This design comes from an exercise in tuning for small area on the open sky130 flow, not from production work.
The RTL of this run was laid out without a check of its function.
No activity file was given, so power comes from the tool's default toggle rates.

## flow/run.sh

```bash
#!/bin/bash
# synth_recipe.tcl (not shown) runs the flow's synth.tcl, then flattens the netlist and writes it again
# the make line also repeats each setting of config.mk as NAME=value (left out here)
make -C /OpenROAD-flow-scripts/flow DESIGN_CONFIG=/design/flow/config.mk WORK_HOME=/design/flow/orfs CLKGATE_MAP_FILE= SYNTH_SCRIPT=/design/flow/synth_recipe.tcl finish
```

## flow/config.mk

```make
export PLATFORM = sky130hd
export DESIGN_NAME = salu
export DESIGN_NICKNAME = salu
export VERILOG_FILES = /design/flow/design.v
export SDC_FILE = /design/flow/constraint.sdc
export NUM_CORES = 4
export LEC_CHECK = 0
export CAP_MARGIN = 20
export CORE_MARGIN = 2
export CORE_UTILIZATION = 35
export SLEW_MARGIN = 20
```

## flow/constraint.sdc

```tcl
create_clock -name core_clock -period 11.0 [get_ports {clk}]
set_input_delay 2.2000 -clock core_clock [delete_from_list [all_inputs] [get_ports {clk}]]
set_output_delay 2.2000 -clock core_clock [all_outputs]
set_load 0.01 [all_outputs]
```

## flow/design.v

```verilog
module dff (q, d, clk, rst);
   output         q;
   input          d;
   input          clk;
   input          rst;
   reg            state;
   assign q = state;
   always @(posedge clk or posedge rst)
   begin
      if (rst)
         state <= 1'b0;
      else
         state <= d;
   end
endmodule
module not1 (in1,out);
input in1;
output out;
assign out = ~in1;
endmodule
module nand2 (in1,in2,out);
input in1,in2;
output out;
assign out = ~(in1 & in2);
endmodule
module mux2_1(InA,InB,S,out);
input InA,InB,S;
output out;
wire a1,a2,n1;
not1 n5(S,n1);
nand2 n4(InA,n1,a1);
nand2 n2(InB,S,a2);
nand2 n3(a1,a2,out);
endmodule
module regfile(
	d_in, 
	wr_en, 
	d_out, 
	clk, 
	rst
);  
parameter BITWIDTH = 11;
input [BITWIDTH-1:0] d_in;
input wr_en, clk, rst;
output [BITWIDTH-1:0] d_out;
wire [BITWIDTH-1:0] out;
dff d1[BITWIDTH-1:0](.q(d_out), .d(out), .clk(clk), .rst(rst));
mux2_1 m1[BITWIDTH-1:0](.InA(d_out), .InB(d_in), .out(out), .S(wr_en));
endmodule
module salu_controller(
	control_en,
	dst_reg,
	opcode,
	alu_control,
	branch_on_cc,
	exec_en,
	vcc_en,
	scc_en,
	m0_en,
	sgpr_en,
	vcc_wordsel,
	exec_wordsel,
	exec_sgpr_cpy,
	snd_src_imm,
	bit64_op,
	rst
);
input [11:0] dst_reg;
input [31:0] opcode;
input control_en, rst;
output exec_en, vcc_en, scc_en, m0_en, exec_sgpr_cpy,
		snd_src_imm, bit64_op;
output [1:0] vcc_wordsel, exec_wordsel, sgpr_en;
output [5:0] branch_on_cc;
output [31:0] alu_control;
reg exec_en_dreg, vcc_en, scc_en, m0_en, exec_sgpr_cpy,
	snd_src_imm, bit64_op;
reg [1:0] vcc_ws_dreg, exec_ws_dreg, vcc_ws_op, exec_ws_op, sgpr_en;
reg [5:0] branch_on_cc;
reg [31:0] alu_control;
always@(*) begin
	if(~control_en | rst) begin
		alu_control <= 'd0;
		scc_en <= 1'b0;
		vcc_ws_op <= 2'b00;
		exec_ws_op <= 2'b00;
		exec_sgpr_cpy <= 1'b0;
		branch_on_cc <= 6'b000000;
		snd_src_imm <= 1'b0;
		bit64_op <= 1'b0;
	end
	else begin  
		alu_control <= opcode;
		casex(opcode[31:24])
			{8'h01} : begin
				scc_en <= 1'b0;
				vcc_ws_op <= 2'b00;
				exec_ws_op <= 2'b00;
				exec_sgpr_cpy <= 1'b0;
				branch_on_cc <= 6'b000000;
				snd_src_imm <= 1'b1;
				bit64_op <= 1'b0;
				casex(opcode[23:0])
					24'h000002 : begin branch_on_cc <= 6'b111111; end
					24'h000004 : begin branch_on_cc <= 6'b000001; end
					24'h000005 : begin branch_on_cc <= 6'b000010; end
					24'h000006 : begin branch_on_cc <= 6'b000100; end
					24'h000007 : begin branch_on_cc <= 6'b001000; end
					24'h000008 : begin branch_on_cc <= 6'b010000; end
					24'h000009 : begin branch_on_cc <= 6'b100000; end
					default : begin branch_on_cc <= 6'b000000; end
				endcase
			end
			{8'h02} : begin
				vcc_ws_op <= 2'b00;
				branch_on_cc <= 6'b000000;
				snd_src_imm <= 1'b0;
				casex(opcode[23:0])
					24'h000003 : begin
						scc_en <= 1'b0;
						exec_ws_op <= 2'b00;
						exec_sgpr_cpy <= 1'b0;
						bit64_op <= 1'b0;
					end
					24'h000004 : begin
						scc_en <= 1'b0;
						exec_ws_op <= 2'b00;
						exec_sgpr_cpy <= 1'b0;
						bit64_op <= 1'b1;
					end
					24'h000007 : begin
						scc_en <= 1'b1;
						exec_ws_op <= 2'b00;
						exec_sgpr_cpy <= 1'b0;
						bit64_op <= 1'b0;
					end
					24'h000024 : begin
						scc_en <= 1'b1;
						exec_ws_op <= 2'b11;
						exec_sgpr_cpy <= 1'b1;
						bit64_op <= 1'b1;
					end
					default : begin
						scc_en <= 1'b0;
						exec_ws_op <= 2'b00;
						exec_sgpr_cpy <= 1'b0;
						bit64_op <= 1'b0;
					end
				endcase
			end
			{8'h08} : begin
				vcc_ws_op <= 2'b00;
				exec_ws_op <= 2'b00;
				exec_sgpr_cpy <= 1'b0;
				branch_on_cc <= 6'b000000;
				snd_src_imm <= 1'b0;
				casex(opcode[23:0])
					24'h000000 : begin
						scc_en <= 1'b1;
						bit64_op <= 1'b0;
					end
					24'h000001 : begin
						scc_en <= 1'b1;
						bit64_op <= 1'b0;
					end
					24'h000002 : begin
						scc_en <= 1'b1;
						bit64_op <= 1'b0;
					end
					24'h000003 : begin
						scc_en <= 1'b1;
						bit64_op <= 1'b0;
					end
					24'h000007 : begin
						scc_en <= 1'b1;
						bit64_op <= 1'b0;
					end
					24'h000009 : begin
						scc_en <= 1'b1;
						bit64_op <= 1'b0;
					end
					24'h000008 : begin
						scc_en <= 1'b1;
						bit64_op <= 1'b0;
					end
					24'h00000E : begin
						scc_en <= 1'b1;
						bit64_op <= 1'b0;
					end
					24'h00000F : begin
						scc_en <= 1'b1;
						bit64_op <= 1'b1;
					end
					24'h000011 : begin
						scc_en <= 1'b1;
						bit64_op <= 1'b1;
					end
					24'h000010 : begin
						scc_en <= 1'b1;
						bit64_op <= 1'b0;
					end
					24'h000015 : begin
						scc_en <= 1'b1;
						bit64_op <= 1'b1;
					end
					24'h00001E : begin
						scc_en <= 1'b1;
						bit64_op <= 1'b0;
					end
					24'h000020 : begin
						scc_en <= 1'b1;
						bit64_op <= 1'b0;
					end
					24'h000022 : begin
						scc_en <= 1'b1;
						bit64_op <= 1'b0;
					end
					24'h000026 : begin
						scc_en <= 1'b0;
						bit64_op <= 1'b0;
					end
					default : begin
						scc_en <= 1'b0;
						bit64_op <= 1'b0;
					end
				endcase
			end
			{8'h04} : begin
				vcc_ws_op <= 2'b00;
				exec_ws_op <= 2'b00;
				exec_sgpr_cpy <= 1'b0;
				branch_on_cc <= 6'b000000;
				snd_src_imm <= 1'b0;
				bit64_op <= 1'b0;
				casex(opcode[23:0])
					24'h000000 : begin scc_en <= 1'b1; end
					24'h000001 : begin scc_en <= 1'b1; end
					24'h000002 : begin scc_en <= 1'b1; end
					24'h000003 : begin scc_en <= 1'b1; end
					24'h000004 : begin scc_en <= 1'b1; end
					24'h000005 : begin scc_en <= 1'b1; end
					24'h000006 : begin scc_en <= 1'b1; end
					24'h000007 : begin scc_en <= 1'b1; end
					24'h000008 : begin scc_en <= 1'b1; end
					24'h000009 : begin scc_en <= 1'b1; end
					24'h00000A : begin scc_en <= 1'b1; end
					24'h00000B : begin scc_en <= 1'b1; end
					default : begin scc_en <= 1'b0; end
				endcase
			end
			{8'h10} : begin
				vcc_ws_op <= 2'b00;
				exec_ws_op <= 2'b00;
				exec_sgpr_cpy <= 1'b0;
				branch_on_cc <= 6'b000000;
				snd_src_imm <= 1'b1;
				bit64_op <= 1'b0;
				casex(opcode[23:0])
					24'h000000 : begin scc_en <= 1'b0; end
					24'h00000F : begin scc_en <= 1'b1; end
					24'h000010 : begin scc_en <= 1'b1; end
					default : begin scc_en <= 1'b0; end
				endcase
			end
			default : begin
				scc_en <= 1'b0;
				vcc_ws_op <= 2'b00;
				exec_ws_op <= 2'b00;
				exec_sgpr_cpy <= 1'b0;
				branch_on_cc <= 6'b000000;
				snd_src_imm <= 1'b0;
				bit64_op <= 1'b0;
			end
		endcase
	end
end
always@(*) begin
	casex({control_en, dst_reg})
		{1'b1, 12'b110xxxxxxxxx} : begin
			sgpr_en <= bit64_op ? 2'b11 : 2'b01;
			exec_en_dreg <= 1'b0;
			exec_ws_dreg <= 2'b00;
			vcc_en  <= 1'b0;
			vcc_ws_dreg  <= 2'b00;
			m0_en   <= 1'b0;
		end
		{1'b1, 12'b111000000001} : begin
			sgpr_en <= 2'b00;
			exec_en_dreg <= 1'b0;
			exec_ws_dreg <= 2'b00;
			vcc_en  <= 1'b1;
			vcc_ws_dreg <= bit64_op ? 2'b11 : 2'b01;
			m0_en   <= 1'b0;
		end
		{1'b1, 12'b111000000010} : begin
			sgpr_en <= 2'b00;
			exec_en_dreg <= 1'b0;
			exec_ws_dreg <= 2'b00;
			vcc_en  <= 1'b1;
			vcc_ws_dreg <= bit64_op ? 2'b11 : 2'b10;
			m0_en   <= 1'b0;
		end
		{1'b1, 12'b111000001000} : begin
			sgpr_en <= 2'b00;
			exec_en_dreg <= 1'b1;
			exec_ws_dreg <= bit64_op ? 2'b11 : 2'b01;
			vcc_en  <= 1'b0;
			vcc_ws_dreg  <= 2'b00;
			m0_en   <= 1'b0;
		end
		{1'b1, 12'b111000010000} : begin
			sgpr_en <= 2'b00;
			exec_en_dreg <= 1'b1;
			exec_ws_dreg <= bit64_op ? 2'b11 : 2'b10;
			vcc_en  <= 1'b0;
			vcc_ws_dreg  <= 2'b00;
			m0_en   <= 1'b0;
		end
		{1'b1, 12'b111000000100} : begin
			sgpr_en <= 2'b00;
			exec_en_dreg <= 1'b0;
			exec_ws_dreg <= 2'b00;
			vcc_en  <= 1'b0;
			vcc_ws_dreg  <= 2'b00;
			m0_en <= 1'b1;
		end
		default : begin
			sgpr_en <= 2'b00;
			exec_en_dreg <= 1'b0;
			exec_ws_dreg <= 2'b00;
			vcc_en  <= 1'b0;
			vcc_ws_dreg  <= 2'b00;
			m0_en   <= 1'b0;
		end
	endcase
end
assign exec_wordsel = exec_ws_dreg | exec_ws_op;
assign vcc_wordsel = vcc_ws_dreg | vcc_ws_op;
assign exec_en = |exec_wordsel;
endmodule
module scalar_alu(
    s1,
    s2,
    exec,
    control,
    b64_op,
    out,
    scc_val
);
input[63:0] s1, s2, exec;
input[31:0] control;
input b64_op;
output[63:0] out;
output scc_val;
reg scc_val;
reg infogen;
reg [31:0] partial_sum, out_low, out_hi;
wire [31:0] s1_low, s2_low;
assign s1_low = s1[31:0];
assign s2_low = s2[31:0];
assign out = b64_op ? {out_hi, out_low} : {32'b0, out_low};
always@(*)
begin
    casex(control[31:24])
        {8'h01} : begin
            infogen     = 1'b0;
            partial_sum = 32'b0;
            out_hi = 32'b0;
            casex(control[23:0])
                24'h000002 : begin out_low = s1_low + s2_low*4 + 4; end
                24'h000004 : begin out_low = s1_low + s2_low*4 + 4; end
                24'h000005 : begin out_low = s1_low + s2_low*4 + 4; end
                24'h000006 : begin out_low = s1_low + s2_low*4 + 4; end
                24'h000008 : begin out_low = s1_low + s2_low*4 + 4; end
                default : begin out_low = 32'b0; end
            endcase
        end
        {8'h02} : begin
            infogen     = 1'b0;
            partial_sum = 32'b0;
            casex(control[23:0])
                24'h000003 : begin
                               out_low = s1_low;
                               out_hi = 32'b0;
                             end
                24'h000004 : begin {out_hi, out_low} = s1; end
                24'h000007 : begin
                               out_low = ~s1_low;
                               out_hi = 32'b0;
                             end
                24'h000024 : begin {out_hi, out_low} = s1 & exec; end
                default : begin
                               out_low = 32'b0;
                               out_hi = 32'b0;
                          end
            endcase
        end
        {8'h08} : begin
            casex(control[23:0])
                24'h000000 : begin
                    {infogen, out_low} = s1_low + s2_low;
                    partial_sum = 32'b0;
                    out_hi = 32'b0;
                end
                24'h000001 : begin
                    {infogen, out_low} = s1_low - s2_low;
                    partial_sum = 32'b0;
                    out_hi = 32'b0;
                end
                24'h000002 : begin
                    {infogen, out_low} = s1_low + s2_low;
                    partial_sum = s1_low[30:0] + s2_low[30:0];
                    out_hi = 32'b0;
                end
                24'h000003 : begin
                    {infogen, out_low} = s1_low - s2_low;
                    partial_sum = s1_low[30:0] + (~(s2_low[30:0])) + 31'b1;
                    out_hi = 32'b0;
                end
                24'h000007 : begin
                    out_low     = (s1_low < s2_low) ? s1_low : s2_low;
                    infogen     = s1_low < s2_low;
                    partial_sum = 32'b0;
                    out_hi = 32'b0;
                end
                24'h000008 : begin
                    out_low     = (s1_low > s2_low) ? s1_low : s2_low;
                    infogen     = s1_low > s2_low;
                    partial_sum = 32'b0;
                    out_hi = 32'b0;
                end
                24'h000009 : begin
                    out_low     = (s1_low > s2_low) ? s1_low : s2_low;
                    infogen     = s1_low > s2_low;
                    partial_sum = 32'b0;
                    out_hi = 32'b0;
                end
                24'h00000e : begin
                    out_low     = s1_low & s2_low;
                    infogen     = 1'b0;
                    partial_sum = 32'b0;
                    out_hi = 32'b0;
                end
                24'h00000f : begin
                    {out_hi, out_low} = s1 & s2;
                    infogen           = 1'b0;
                    partial_sum       = 32'b0;
                end
                24'h000011 : begin
                    {out_hi, out_low} = s1 | s2;
                    infogen           = 1'b0;
                    partial_sum       = 32'b0;
                end
                24'h000010 : begin
                    out_low     = s1_low | s2_low;
                    infogen     = 1'b0;
                    partial_sum = 32'b0;
                    out_hi = 32'b0;
                end
                24'h000015 : begin
                    {out_hi, out_low} = s1 & ~s2;
                    infogen           = 1'b0;
                    partial_sum       = 32'b0;
                end
                24'h00001e : begin
                    out_low     = s1_low << s2_low[4:0];
                    infogen     = 1'b0;
                    partial_sum = 32'b0;
                    out_hi = 32'b0;
                end
                24'h000020 : begin
                    out_low     = s1_low >> s2_low[4:0];
                    infogen     = 1'b0;
                    partial_sum = 32'b0;
                    out_hi = 32'b0;
                end
                24'h000022 : begin
                    out_low     = s1_low >>> s2_low[4:0];
                    infogen     = 1'b0;
                    partial_sum = 32'b0;
                    out_hi = 32'b0;
                end
                24'h000026 : begin
                    out_low     = s1_low * s2_low;
                    infogen     = 1'b0;
                    partial_sum = 32'b0;
                    out_hi = 32'b0;
                end
                default : begin
                    out_low     = 32'b0;
                    infogen     = 1'b0;
                    partial_sum = 32'b0;
                    out_hi = 32'b0;
                end
            endcase
        end
        {8'h04} : begin
            out_low     = 32'b0;
            partial_sum = 32'b0;
            casex(control[23:0])
                24'h000000 : begin infogen = s1_low == s2_low;
                                   out_hi = 32'b0;
                             end
                24'h000001 : begin infogen = s1_low != s2_low;
                                   out_hi = 32'b0;
                             end
                24'h000002 : begin
										if(s1_low[31] == 1'b1 & s2_low[31] == 1'b1)
											begin
												infogen = s1_low < s2_low;
                        out_hi = 32'b0;
                      end
										else if(s1_low[31] == 1'b1)
											begin
												infogen = 1'b0;
                        out_hi = 32'b0;
										  end
										else if(s2_low[31] == 1'b1)
											begin
												infogen = 1'b1;
                        out_hi = 32'b0;
											end
										else
											begin
												infogen = s1_low > s2_low;
                        out_hi = 32'b0;
											end
								end
                24'h000003 : begin
										if(s1_low[31] == 1'b1 & s2_low[31] == 1'b1)
											begin
												infogen = s1_low <= s2_low;
                        out_hi = 32'b0;
                      end
										else if(s1_low[31] == 1'b1)
											begin
												infogen = 1'b0;
                        out_hi = 32'b0;
										  end
										else if(s2_low[31] == 1'b1)
											begin
												infogen = 1'b1;
                        out_hi = 32'b0;
											end
										else
											begin
												infogen = s1_low >= s2_low;
                        out_hi = 32'b0;
											end
								end
                24'h000004 : begin
                    if (s1_low[31] == 1'b1 & s2_low[31] == 1'b1)
                      begin
                        infogen = s1_low > s2_low;
                        out_hi = 32'b0;
                      end
                    else if (s1_low[31] == 1'b1)
                      begin
                        infogen = 1'b1;
                        out_hi = 32'b0;
                      end
                    else if (s2_low[31] == 1'b1)
                      begin
                        infogen = 1'b0;
                        out_hi = 32'b0;
                      end
                    else
                      begin
                        infogen = s1_low < s2_low;
                        out_hi = 32'b0;
                      end
                end
                24'h000005 : begin
                    if (s1_low[31] == 1'b1 & s2_low[31] == 1'b1)
                      begin
                        infogen = s1_low >= s2_low;
                        out_hi = 32'b0;
                      end
                    else if (s1_low[31] == 1'b1)
                      begin
                        infogen = 1'b1;
                        out_hi = 32'b0;
                      end
                    else if (s2_low[31] == 1'b1)
                      begin
                        infogen = 1'b0;
                        out_hi = 32'b0;
                      end
                    else
                      begin
                        infogen = s1_low <= s2_low;
                        out_hi = 32'b0;
                      end
                end
                24'h000006 : begin infogen = s1_low == s2_low;
                                   out_hi = 32'b0;
														 end
                24'h000007 : begin infogen = s1_low != s2_low;
                                   out_hi = 32'b0;
														 end
                24'h000008 : begin infogen = s1_low > s2_low;
                                   out_hi = 32'b0;
														 end
                24'h000009 : begin infogen = s1_low >= s2_low;
                                   out_hi = 32'b0;
														 end
                24'h00000A : begin infogen = s1_low < s2_low;
                                   out_hi = 32'b0;
                             end
                24'h00000B : begin infogen = s1_low <= s2_low;
                                   out_hi = 32'b0;
                             end
                default : begin infogen = 1'b0;
                                out_hi = 32'b0;
                          end
            endcase
        end
        {8'h10} : begin
            casex(control[23:0])
                24'h000000 : begin
                    out_low = s2_low;
                    infogen = 1'b0;
                    partial_sum = 32'b0;
                    out_hi = 32'b0;
                end
                24'h00000F : begin
                    {infogen, out_low} = s1_low + s2_low;
                    partial_sum = s1_low[30:0] + s2_low[30:0];
                    out_hi = 32'b0;
                end
                24'h000010 : begin
                    {infogen, out_low} = s1_low * s2_low;
                    partial_sum = 32'b0;
                    out_hi = 32'b0;
                end
                default : begin
                    out_low = 32'b0;
                    infogen = 1'b0;
                    partial_sum = 32'b0;
                    out_hi = 32'b0;
                end
            endcase
        end
        default : begin
            out_low     = 32'b0;
            infogen     = 1'b0;
            partial_sum = 32'b0;
            out_hi = 32'b0;
        end
    endcase
end
always@(*)
begin
    scc_val = 1'b0;
    casex(control[31:24])
        {8'h02} : begin
            casex(control[23:0])
                24'h000007 : begin scc_val = (|out_low); end
                24'h000024 : begin scc_val = (|out); end
                default : begin scc_val = 1'b0; end
            endcase
        end
        {8'h08} : begin
            casex(control[23:0])
                24'h000000 : begin scc_val = infogen; end
                24'h000001 : begin scc_val = infogen; end
                24'h000002 : begin scc_val = partial_sum[31] ^ infogen; end
                24'h000003 : begin scc_val = partial_sum[31] ^ infogen; end
                24'h000007 : begin scc_val = infogen; end
                24'h000008 : begin scc_val = infogen; end
                24'h000009 : begin scc_val = infogen; end
                24'h00000E : begin scc_val = |out_low; end
                24'h00000F : begin scc_val = |out; end
                24'h000010 : begin scc_val = |out_low; end
                24'h000011 : begin scc_val = |out; end
                24'h000015 : begin scc_val = |out; end
                24'h00001E : begin scc_val = |out_low; end
                24'h000020 : begin scc_val = |out_low; end
                24'h000022 : begin scc_val = |out_low; end
                default : begin scc_val = 1'b0; end
            endcase
        end
        {8'h04} : begin
            casex(control[23:0])
                24'h000000 : begin scc_val = infogen; end
                24'h000005 : begin scc_val = infogen; end
                24'h000009 : begin scc_val = infogen; end
                24'h00000B : begin scc_val = infogen; end
                default : begin scc_val = 1'b0; end
            endcase
        end
        {8'h10} : begin
            casex(control[23:0])
                24'h00000F : begin scc_val = partial_sum[31] ^ infogen; end
                24'h000010 : begin scc_val = infogen; end
                default : begin scc_val = 1'b0; end
            endcase
        end
    endcase
end
endmodule
module salu(
      issue_source_reg1,
      issue_source_reg2,
      issue_dest_reg,
      issue_imm_value0,
      issue_imm_value1,
      issue_opcode,
      issue_wfid,
      issue_alu_select,
      exec_rd_exec_value,
      exec_rd_vcc_value,
      exec_rd_m0_value,
      exec_rd_scc_value,
      sgpr_source2_data,
      sgpr_source1_data,
      issue_instr_pc,
      exec_wr_exec_en,
      exec_wr_vcc_en,
      exec_wr_m0_en,
      exec_wr_scc_en,
      exec_wr_exec_value,
      exec_wr_vcc_value,
      exec_wr_m0_value,
      exec_wr_scc_value,
      exec_wr_wfid,
      exec_rd_en,
      exec_rd_wfid,
      sgpr_dest_data,
      sgpr_dest_addr,
      sgpr_dest_wr_en,
      sgpr_source2_addr,
      sgpr_source1_addr,
      sgpr_source1_rd_en,
      sgpr_source2_rd_en,
      issue_alu_ready,
      sgpr_instr_done_wfid,
      sgpr_instr_done,
      fetchwaveissue_branch_wfid,
      fetchwaveissue_branch_en,
      fetchwaveissue_branch_taken,
      fetch_branch_pc_value,
      tracemon_retire_pc,
      tracemon_exec_word_sel,
      tracemon_vcc_word_sel,
      clk,
      rst
 );
input clk;
input rst;
input issue_alu_select, exec_rd_scc_value;
input[5:0] issue_wfid;
input[11:0] issue_source_reg1, issue_source_reg2, issue_dest_reg;
input[15:0] issue_imm_value0;
input[31:0] issue_imm_value1, exec_rd_m0_value, issue_instr_pc, issue_opcode;
input[63:0] sgpr_source2_data, sgpr_source1_data,
            exec_rd_exec_value, exec_rd_vcc_value;
output exec_wr_exec_en, exec_wr_vcc_en, exec_wr_m0_en, exec_wr_scc_en,
         exec_wr_scc_value, exec_rd_en, sgpr_source1_rd_en, sgpr_source2_rd_en, issue_alu_ready, sgpr_instr_done,
         fetchwaveissue_branch_en, fetchwaveissue_branch_taken;
output [1:0] sgpr_dest_wr_en, tracemon_exec_word_sel, tracemon_vcc_word_sel;
output[5:0] exec_wr_wfid, exec_rd_wfid, sgpr_instr_done_wfid, fetchwaveissue_branch_wfid;
output[8:0] sgpr_dest_addr, sgpr_source2_addr, sgpr_source1_addr;
output[31:0] exec_wr_m0_value, fetch_branch_pc_value, tracemon_retire_pc;
output[63:0] exec_wr_exec_value, exec_wr_vcc_value, sgpr_dest_data;
wire alu_select_i, alu_select_ii, exec_en_i, vcc_en_i, scc_en_i,
      m0_en_i, branch_en, branch_taken, branch_taken_i, branch_en_i,
      branch_taken_ii, branch_en_ii, bit64_op, bit64_op_i;
wire [1:0] sgpr_en_i, vcc_wordsel, exec_wordsel, vcc_wordsel_i,
      exec_wordsel_i, vcc_wordsel_ii, exec_wordsel_ii;
wire [5:0] wfid_i, wfid_ii;
wire [5:0] branch_on_cc;
wire [11:0] source_reg1_i, source_reg2_i, dest_reg_i,
            dest_reg_ii, salu_dst_reg;
wire [15:0] imm_value0_i;
wire [31:0] exec_rd_val1, exec_rd_val2, instr_pc_i,
      instr_pc_ii, opcode_i, imm_value1_i;
wire [63:0] source2_value, source1_value, source1_value_i,
      source2_value_i, dest_data;
wire [63:0] exec_val_i, vcc_val_i, exec_val_ii, vcc_val_ii, alu_out;
wire [31:0] alu_control, alu_control_i;  
wire vccz, execz, exec_en, vcc_en, scc_en, m0_en, scc_data,
  exec_sgpr_cpy, exec_sgpr_cpy_i, exec_sgpr_cpy_ii, snd_src_imm;
wire [1:0] sgpr_en;
wire exec_rd1, vcc_rd1, sgpr_rd1, exec_rd2, vcc_rd2, sgpr_rd2;
assign sgpr_source1_addr = source_reg1_i[8:0];
assign sgpr_source2_addr = source_reg2_i[8:0];
assign sgpr_source1_rd_en = alu_select_i;
assign sgpr_source2_rd_en = alu_select_i;
assign exec_rd_wfid = wfid_i;
assign vccz  = ~(|exec_rd_vcc_value);
assign execz = ~(|exec_rd_exec_value);
assign branch_en = (|branch_on_cc);
assign branch_taken = (branch_on_cc[0] & ~exec_rd_scc_value) |
                      (branch_on_cc[1] & exec_rd_scc_value) |
                      (branch_on_cc[2] & vccz) |
                      (branch_on_cc[3] & ~vccz) |
                      (branch_on_cc[4] & execz) |
                      (branch_on_cc[5] & ~execz);
assign exec_rd_en =
      alu_select_i &&
      ((source_reg1_i[11] && source_reg1_i[10]) |
       (source_reg2_i[11] && source_reg2_i[10]) |
       branch_en);
assign sgpr_rd1 = ~source_reg1_i[9];
assign vcc_rd1 = (source_reg1_i[7:0] == 8'h01);
assign exec_rd1 = (source_reg1_i[7:0] == 8'h08);
assign source1_value[63:32] = bit64_op ?
      sgpr_rd1 ? sgpr_source1_data[63:32] :
               ((exec_rd1 ? exec_rd_exec_value[63:32] :
                         (vcc_rd1 ? exec_rd_vcc_value[63:32] : 32'b0)))
               : 32'b0;
assign source1_value[31:0] =
      branch_en ? instr_pc_i :
        source_reg1_i[11] ?
          (
            source_reg1_i[10] ?
            (source_reg1_i[9] ? exec_rd_val1 : sgpr_source1_data[31:0]) :
            32'b0
          ) : (source_reg1_i[10:0]==11'h7FF) ?
          imm_value1_i : { {22{source_reg1_i[9]}}, source_reg1_i[9:0] };
assign sgpr_rd2 = ~source_reg2_i[9];
assign vcc_rd2 = (source_reg2_i[7:0] == 8'h01);
assign exec_rd2 = (source_reg2_i[7:0] == 8'h08);
assign source2_value[63:32] = bit64_op ?
      sgpr_rd2 ? sgpr_source2_data[63:32] :
               ((exec_rd2 ? exec_rd_exec_value[63:32] :
                         (vcc_rd2 ? exec_rd_vcc_value[63:32] : 32'b0)))
               : 32'b0;
assign source2_value[31:0] =
      snd_src_imm ? { {16{imm_value0_i[15]}}, imm_value0_i } :
        source_reg2_i[11] ?
          (
            source_reg2_i[10] ?
            (source_reg2_i[9] ? exec_rd_val2 : sgpr_source2_data[31:0]) :
            32'b0
          ) : (source_reg2_i[10:0]==11'h7FF) ?
          imm_value1_i : { {22{source_reg2_i[9]}}, source_reg2_i[9:0] };
assign exec_rd_val1 =
      (source_reg1_i[7:0] == 8'h01) ? exec_rd_vcc_value[31:0]    :
      (source_reg1_i[7:0] == 8'h02) ? exec_rd_vcc_value[63:32]   :
      (source_reg1_i[7:0] == 8'h04) ? exec_rd_m0_value           :
      (source_reg1_i[7:0] == 8'h08) ? exec_rd_exec_value[31:0]   :
      (source_reg1_i[7:0] == 8'h10) ? exec_rd_exec_value[63:32]  :
      (source_reg1_i[7:0] == 8'h20) ? {31'b0, vccz}              :
      (source_reg1_i[7:0] == 8'h40) ? {31'b0, execz}             :
      (source_reg1_i[7:0] == 8'h80) ? {31'b0, exec_rd_scc_value} : 32'b0;
assign exec_rd_val2 =
      (source_reg2_i[7:0] == 8'h01) ? exec_rd_vcc_value[31:0]    :
      (source_reg2_i[7:0] == 8'h02) ? exec_rd_vcc_value[63:32]   :
      (source_reg2_i[7:0] == 8'h04) ? exec_rd_m0_value           :
      (source_reg2_i[7:0] == 8'h08) ? exec_rd_exec_value[31:0]   :
      (source_reg2_i[7:0] == 8'h10) ? exec_rd_exec_value[63:32]  :
      (source_reg2_i[7:0] == 8'h20) ? {31'b0, vccz}              :
      (source_reg2_i[7:0] == 8'h40) ? {31'b0, execz}             :
      (source_reg2_i[7:0] == 8'h80) ? {31'b0, exec_rd_scc_value} : 32'b0;
regfile #(155) salu_instr(
   { issue_alu_select, issue_wfid, issue_source_reg1,
     issue_source_reg2, issue_dest_reg, issue_imm_value0,
     issue_imm_value1, issue_opcode, issue_instr_pc },
   1'b1,
   { alu_select_i, wfid_i, source_reg1_i,
     source_reg2_i, dest_reg_i, imm_value0_i,
     imm_value1_i, opcode_i, instr_pc_i },
   clk, rst
);
regfile #(97) salu_decode(
   { alu_select_i, dest_reg_i, wfid_i,
     instr_pc_i, alu_control, exec_en, vcc_en, scc_en,
     m0_en, sgpr_en, vcc_wordsel, exec_wordsel,
     branch_en, branch_taken, exec_sgpr_cpy, bit64_op },
   1'b1,
   { alu_select_ii, dest_reg_ii, wfid_ii,
     instr_pc_ii, alu_control_i, exec_en_i, vcc_en_i, scc_en_i,
     m0_en_i, sgpr_en_i, vcc_wordsel_i, exec_wordsel_i,
     branch_en_i, branch_taken_i, exec_sgpr_cpy_i, bit64_op_i },
   clk, rst
);
regfile #(256) source_input(
    { source1_value, source2_value, exec_rd_exec_value, exec_rd_vcc_value },
    1'b1,
    { source1_value_i, source2_value_i, exec_val_i, vcc_val_i },
    clk, rst
);
regfile #(256) writeback(
    { instr_pc_ii, exec_en_i, vcc_en_i, scc_en_i, m0_en_i,
      sgpr_en_i, dest_reg_ii, wfid_ii, alu_out, scc_data,
      vcc_wordsel_i, exec_wordsel_i, exec_val_i, vcc_val_i,
      branch_en_i, branch_taken_i, exec_sgpr_cpy_i },
    1'b1,
    { tracemon_retire_pc, exec_wr_exec_en, exec_wr_vcc_en,
      exec_wr_scc_en, exec_wr_m0_en, sgpr_dest_wr_en,
      salu_dst_reg, sgpr_instr_done_wfid, dest_data,
      exec_wr_scc_value, vcc_wordsel_ii, exec_wordsel_ii,
      exec_val_ii, vcc_val_ii, fetchwaveissue_branch_en,
      fetchwaveissue_branch_taken, exec_sgpr_cpy_ii },
    clk, rst
);
salu_controller scontrol(
   alu_select_i, dest_reg_i, opcode_i, alu_control,
   branch_on_cc, exec_en, vcc_en, scc_en, m0_en, sgpr_en,
   vcc_wordsel, exec_wordsel, exec_sgpr_cpy, snd_src_imm,
   bit64_op, rst
);
scalar_alu salu_gpu(
   source1_value_i, source2_value_i, exec_val_i, alu_control_i,
   bit64_op_i, alu_out, scc_data
);
assign sgpr_dest_addr = salu_dst_reg[8:0];
assign sgpr_dest_data = exec_sgpr_cpy_ii ? exec_val_ii : dest_data;
assign exec_wr_exec_value = (exec_wordsel_ii == 2'b11) ?
          dest_data : (exec_wordsel_ii == 2'b10) ?
          {dest_data[31:0], exec_val_ii[31:0]} : (exec_wordsel_ii == 2'b01) ?
          {exec_val_ii[63:32], dest_data[31:0]} : exec_val_ii;
assign exec_wr_vcc_value = (vcc_wordsel_ii == 2'b11) ?
          dest_data : (vcc_wordsel_ii == 2'b10) ?
          {dest_data[31:0], vcc_val_ii[31:0]} : (vcc_wordsel_ii == 2'b01) ?
          {vcc_val_ii[63:32], dest_data[31:0]} : vcc_val_ii;
assign exec_wr_m0_value = dest_data[31:0];
assign exec_wr_wfid = sgpr_instr_done_wfid;
assign fetch_branch_pc_value = dest_data[31:0];
assign fetchwaveissue_branch_wfid = sgpr_instr_done_wfid;
assign sgpr_instr_done = exec_wr_exec_en | exec_wr_vcc_en | exec_wr_m0_en | exec_wr_scc_en | (|sgpr_dest_wr_en);
assign tracemon_exec_word_sel = exec_wordsel_ii;
assign tracemon_vcc_word_sel  = vcc_wordsel_ii;
assign issue_alu_ready = 1'b1;
endmodule
```

==> impl_metrics.env <==
export IMPL_synth_warning_count=3
export IMPL_startpoint_type="register"
export IMPL_worstPathMaxFanout=10
export IMPL_met2_wirelength_um=161300
export IMPL_highest_signal_layer="met5"
export IMPL_postSynthNetCount=7795
export IMPL_arrival_ns=10.70
export IMPL_path_delay_family="adder cells"
export IMPL_worst_setup_path_type="register to register"
export IMPL_status="no timing/DRC/antenna violations"
export IMPL_number_of_synthesized_flops_with_an_enable_pin=0
export IMPL_route_final_wire_length_um=406000
export IMPL_nets=8329
export IMPL_min_from="source_input.d1[83].state"
export IMPL_synth_simple_gate_area_share_pct=13.80
export IMPL_critical_path_required_ns=11.65
export IMPL_power_static_leakage_nw=31.57
export IMPL_regArea_mm2=0.01898
export IMPL_fmaxAchievable_mhz=99.55
export IMPL_final_max_slew_violation_count=0
export IMPL_clkTransAtPathRegs_ns=0.08
export IMPL_synth_cells=6629
export IMPL_clock_path_buffers=3
export IMPL_synth_xor_area_share_pct=2.216
export IMPL_r2r_start="source_input.d1[140].state"
export IMPL_ys_dominant_reg_cell="sky130_fd_sc_hd__dfrtp_1"
export IMPL_half_perimeter_wire_length_of_the_detailed_placement_result_um=322500
export IMPL_critical_path_slowest_cell="sky130_fd_sc_hd__o211ai_1"
export IMPL_yosys_mux_area_fraction_pct=7.145
export IMPL_multi_input_comb_area_mm2=0.03739
export IMPL_grt_antenna_before_repair=116
export IMPL_setup_repair_after_global_routing_missed_its_margin="false"
export IMPL_gp_routability_congestion=1.118
export IMPL_post_drt_via_cell_ratio=6.460
export IMPL_slew_headroom_pct=4.121
export IMPL_layout_setup_ws_ns=0.9545
export IMPL_reg2reg_setup_slack_ns=0.95
export IMPL_fp_dieArea_mm2=0.1784
export IMPL_dieWidth_um=422.3
export IMPL_vdd_ir_drop_worst_uv=434.3
export IMPL_global_route_overflow_total=0
export IMPL_start_util_pct=35.24
export IMPL_num_rows=153
export IMPL_final_period_utilization_pct=91.32
export IMPL_synthArstFlopShare_pct=100.0
export IMPL_htree_num_levels=3
export IMPL_met1Wirelength_um=152600
export IMPL_yosysSeqAreaShare_pct=30.93
export IMPL_worst_hold_path_class="register to register"
export IMPL_wire_per_inst_um=42.21
export IMPL_ys_ff_latch=757
export IMPL_worst_path_buf_inv=6
export IMPL_place_ws_ns=1.274
export IMPL_dr_first_iter_drc_count=10626
export IMPL_placement_io_buffers=801
export IMPL_setup_viol_count_final=0
export IMPL_worstMarginPinSlew_ns=1.438
export IMPL_clock_sinks=757
export IMPL_drv_cap=0
export IMPL_grt_max_degree=149
export IMPL_hold_violations=0
export IMPL_final_critical_path_time_including_i_o_delays_and_setup_ns=10.05
export IMPL_synth_compound_area_share_pct=17.32
export IMPL_via_count=62142
export IMPL_fillcell_total=17178
export IMPL_post_route_cells_drive_above_1_share_pct=10.21
export IMPL_post_cts_setup_buffer_count=0
export IMPL_grt_pass1_vias=59577
export IMPL_reg2reg_depth=28
export IMPL_crit_reg2reg_capture="writeback.d1[135].state"
export IMPL_track_usage_pct=44.37
export IMPL_boundaryPins=803
export IMPL_insertion_delay_ns=0.78
export IMPL_cts_tree="yes"
export IMPL_endpoint_kind="register"
export IMPL_post_synth_num_cell_types=91
export IMPL_largest_family_of_logic_cells_by_synthesized_area="adder cells"
export IMPL_first_pass_iters=14
export IMPL_dieHeight_um=422.3
export IMPL_hold_buffer_count_at_cts=0
export IMPL_hold_path_depth=0
export IMPL_holdPathEnd="writeback.d1[86].state"
export IMPL_power_per_cell_area_mw_per_mm2=216.1
export IMPL_post_route_drc_count=0
export IMPL_core_region_area_mm2=0.1738
export IMPL_fin_tns_setup_ns=0
export IMPL_cts_root_buffer="sky130_fd_sc_hd__clkbuf_16"
export IMPL_drtAntennaViolNets=0
export IMPL_max_stage_delay_ns=0.83
export IMPL_syn_to_final_growth_pct=22.25
export IMPL_crit_top_cell="sky130_fd_sc_hd__fa_1"
export IMPL_wl_met3_um=58710
export IMPL_tritoncts_num_buffers=88
export IMPL_average_cell_area_after_synthesis_um2=9.240
export IMPL_syn_cell_area_mm2=0.06125
export IMPL_post_cts_resized=0
export IMPL_synthAdderAreaFrac_pct=20.11
export IMPL_fin_worst_skew_ns=0.06543
export IMPL_first_pass_grt_wire_length_um=538500
[per-stage QoR]
step	util, %	hold WS [ns]	area, um2	cells	power [mW]
floorplan	-	0.3312	61260	6629	8.430
global placement	41.09	0.3311	71430	9394	12.52
detailed placement	41.12	0.3347	71480	9397	12.51
CTS	42.95	0.3361	74650	9554	15.82
global route	43.02	0.3489	74780	9580	16.62
finish	43.08	0.3355	74880	9619	16.18
[cell type report]
type                    count  share of cell area [%]
multi-input cells        4654                   49.94
flip-flops and latches    757                   25.34
repair buffers           1060                   13.36
well taps                2325                   3.885
clock buffers             120                   3.479
inverters                 602                   3.034
clock inverters            37                  0.7536
diodes                     64                  0.2139
[kinds of logic (layout without fill, tap and decap cells)]
kind of cell | after synthesis | count (layout)
AO/OA/AOI/OAI | 1552 | 1552
XOR/XNOR | 155 | 155
adder cells (fa/ha/maj) | 720 | 720
buffers and inverters | 1218 | 1819
flip-flops | 757 | 757
multiplexers | 341 | 341
other | 1 | 65
AND/OR/NAND/NOR | 1885 | 1885
[placed cells by master, fill, tap and decap left out, types with 146 or more instances in the layout]
cell type	n
sky130_fd_sc_hd__a21oi_1	416
sky130_fd_sc_hd__a22oi_1	146
sky130_fd_sc_hd__buf_4	252
sky130_fd_sc_hd__clkdlybuf4s50_1	801
sky130_fd_sc_hd__dfrtp_1	743
sky130_fd_sc_hd__fa_1	441
sky130_fd_sc_hd__ha_1	279
sky130_fd_sc_hd__inv_1	578
sky130_fd_sc_hd__mux2_2	146
sky130_fd_sc_hd__nand2_1	565
sky130_fd_sc_hd__nor2_1	725
sky130_fd_sc_hd__o21ai_0	222
[state kept, by name, indices dropped and copies added, names as in the netlist]
signal	flops
writeback.d1.state	253
source_input.d1.state	256
salu_instr.d1.state	155
salu_decode.d1.state	93
[synthesized netlist by cell type (62+ instances only)]
| master | number | area [um2] |
|---|---|---|
| sky130_fd_sc_hd__o21ai_0 | 223 | 1116 |
| sky130_fd_sc_hd__nor2_1 | 730 | 2740 |
| sky130_fd_sc_hd__ha_1 | 279 | 3491 |
| sky130_fd_sc_hd__nand3_1 | 83 | 415.4 |
| sky130_fd_sc_hd__buf_1 | 63 | 236.5 |
| sky130_fd_sc_hd__nor4_1 | 80 | 500.5 |
| sky130_fd_sc_hd__a21oi_1 | 417 | 2087 |
| sky130_fd_sc_hd__inv_1 | 580 | 2177 |
| sky130_fd_sc_hd__mux2i_1 | 132 | 1321 |
| sky130_fd_sc_hd__mux2_2 | 146 | 1644 |
| sky130_fd_sc_hd__mux4_2 | 62 | 1396 |
| sky130_fd_sc_hd__clkbuf_1 | 377 | 1415 |
| sky130_fd_sc_hd__nand2_1 | 566 | 2125 |
| sky130_fd_sc_hd__a211oi_1 | 75 | 563.0 |
| sky130_fd_sc_hd__a222oi_1 | 82 | 820.8 |
| sky130_fd_sc_hd__dfrtp_1 | 757 | 18940 |
| sky130_fd_sc_hd__a22oi_1 | 146 | 1096 |
| sky130_fd_sc_hd__buf_4 | 157 | 1179 |
| sky130_fd_sc_hd__fa_1 | 441 | 8828 |
| sky130_fd_sc_hd__nor3_1 | 106 | 530.5 |
| sky130_fd_sc_hd__a221oi_1 | 68 | 595.6 |
| sky130_fd_sc_hd__xnor2_1 | 124 | 1086 |
[how the worst max path moves through the flow]
stage	start	end	slack [ns]	cells after the start
after detailed placement	source_input.d1[200].state	writeback.d1[135].state	1.27	29
after floorplan	rst	salu_decode.d1[0].state	0.92	3
after global placement	source_input.d1[200].state	writeback.d1[135].state	1.29	29
final	source_input.d1[140].state	writeback.d1[135].state	0.95	28
after global routing	source_input.d1[200].state	writeback.d1[135].state	0.74	29
after CTS	source_input.d1[200].state	writeback.d1[135].state	1.26	29
[report_power, final]
group / internal [mW] / total [mW] / switching [mW]
combinational: 3.17 / 9.86 / 6.69
sequential: 2.90 / 3.05 / 0.150
clock: 1.92 / 3.27 / 1.35
total: 8.00 / 16.2 / 8.19
[metal layers]
metal	vias up	GRT usage, %
met5	-	0.6720
met1	31533	56.00
met3	1255	20.17
met4	54	29.24
met2	5166	60.38
li1	24134	-
[worst register-to-register path, delay by kind of cell (launching register included)]
family	cells	cell delay, ns
and+or+nand+nor	7	1.72
buffers and inverters	6	1.07
DFF	1	0.70
AOI/OAI and AO/OA	5	1.97
xor gates and xnor gates	1	0.19
adders and majority gates	9	4.29

-- static timing again, ports no longer ideal --
No port has a modelled driver above. Below, the same layout with a new extraction and two added sets of constraints. Step 1 assumes that a clkbuf_16 drives the clock port and a buf_2 every other input. Step 2 adds t to the input delays and takes it off the output delays; t is the mean of the earliest and latest rising clock arrival at the registers after step 1. Input paths then give back, and output paths get back, about the clock's delay inside the block. a / b / c = no drivers / after step 1 / after step 2; a / b = the first two.
shift t [ns]: 0.853
setup slack, ns: 0.954 / 0.954 / 0.954
worst setup path after step 2: register to register
worst register clock-pin slew, ns: 0.08 / 0.08
worst data-port slew with drivers (ns): 0.23
After both steps setup and hold are still met in this run. The setup slack of this run moves by 0.000 ns with the drivers and by 0.000 ns with both steps.
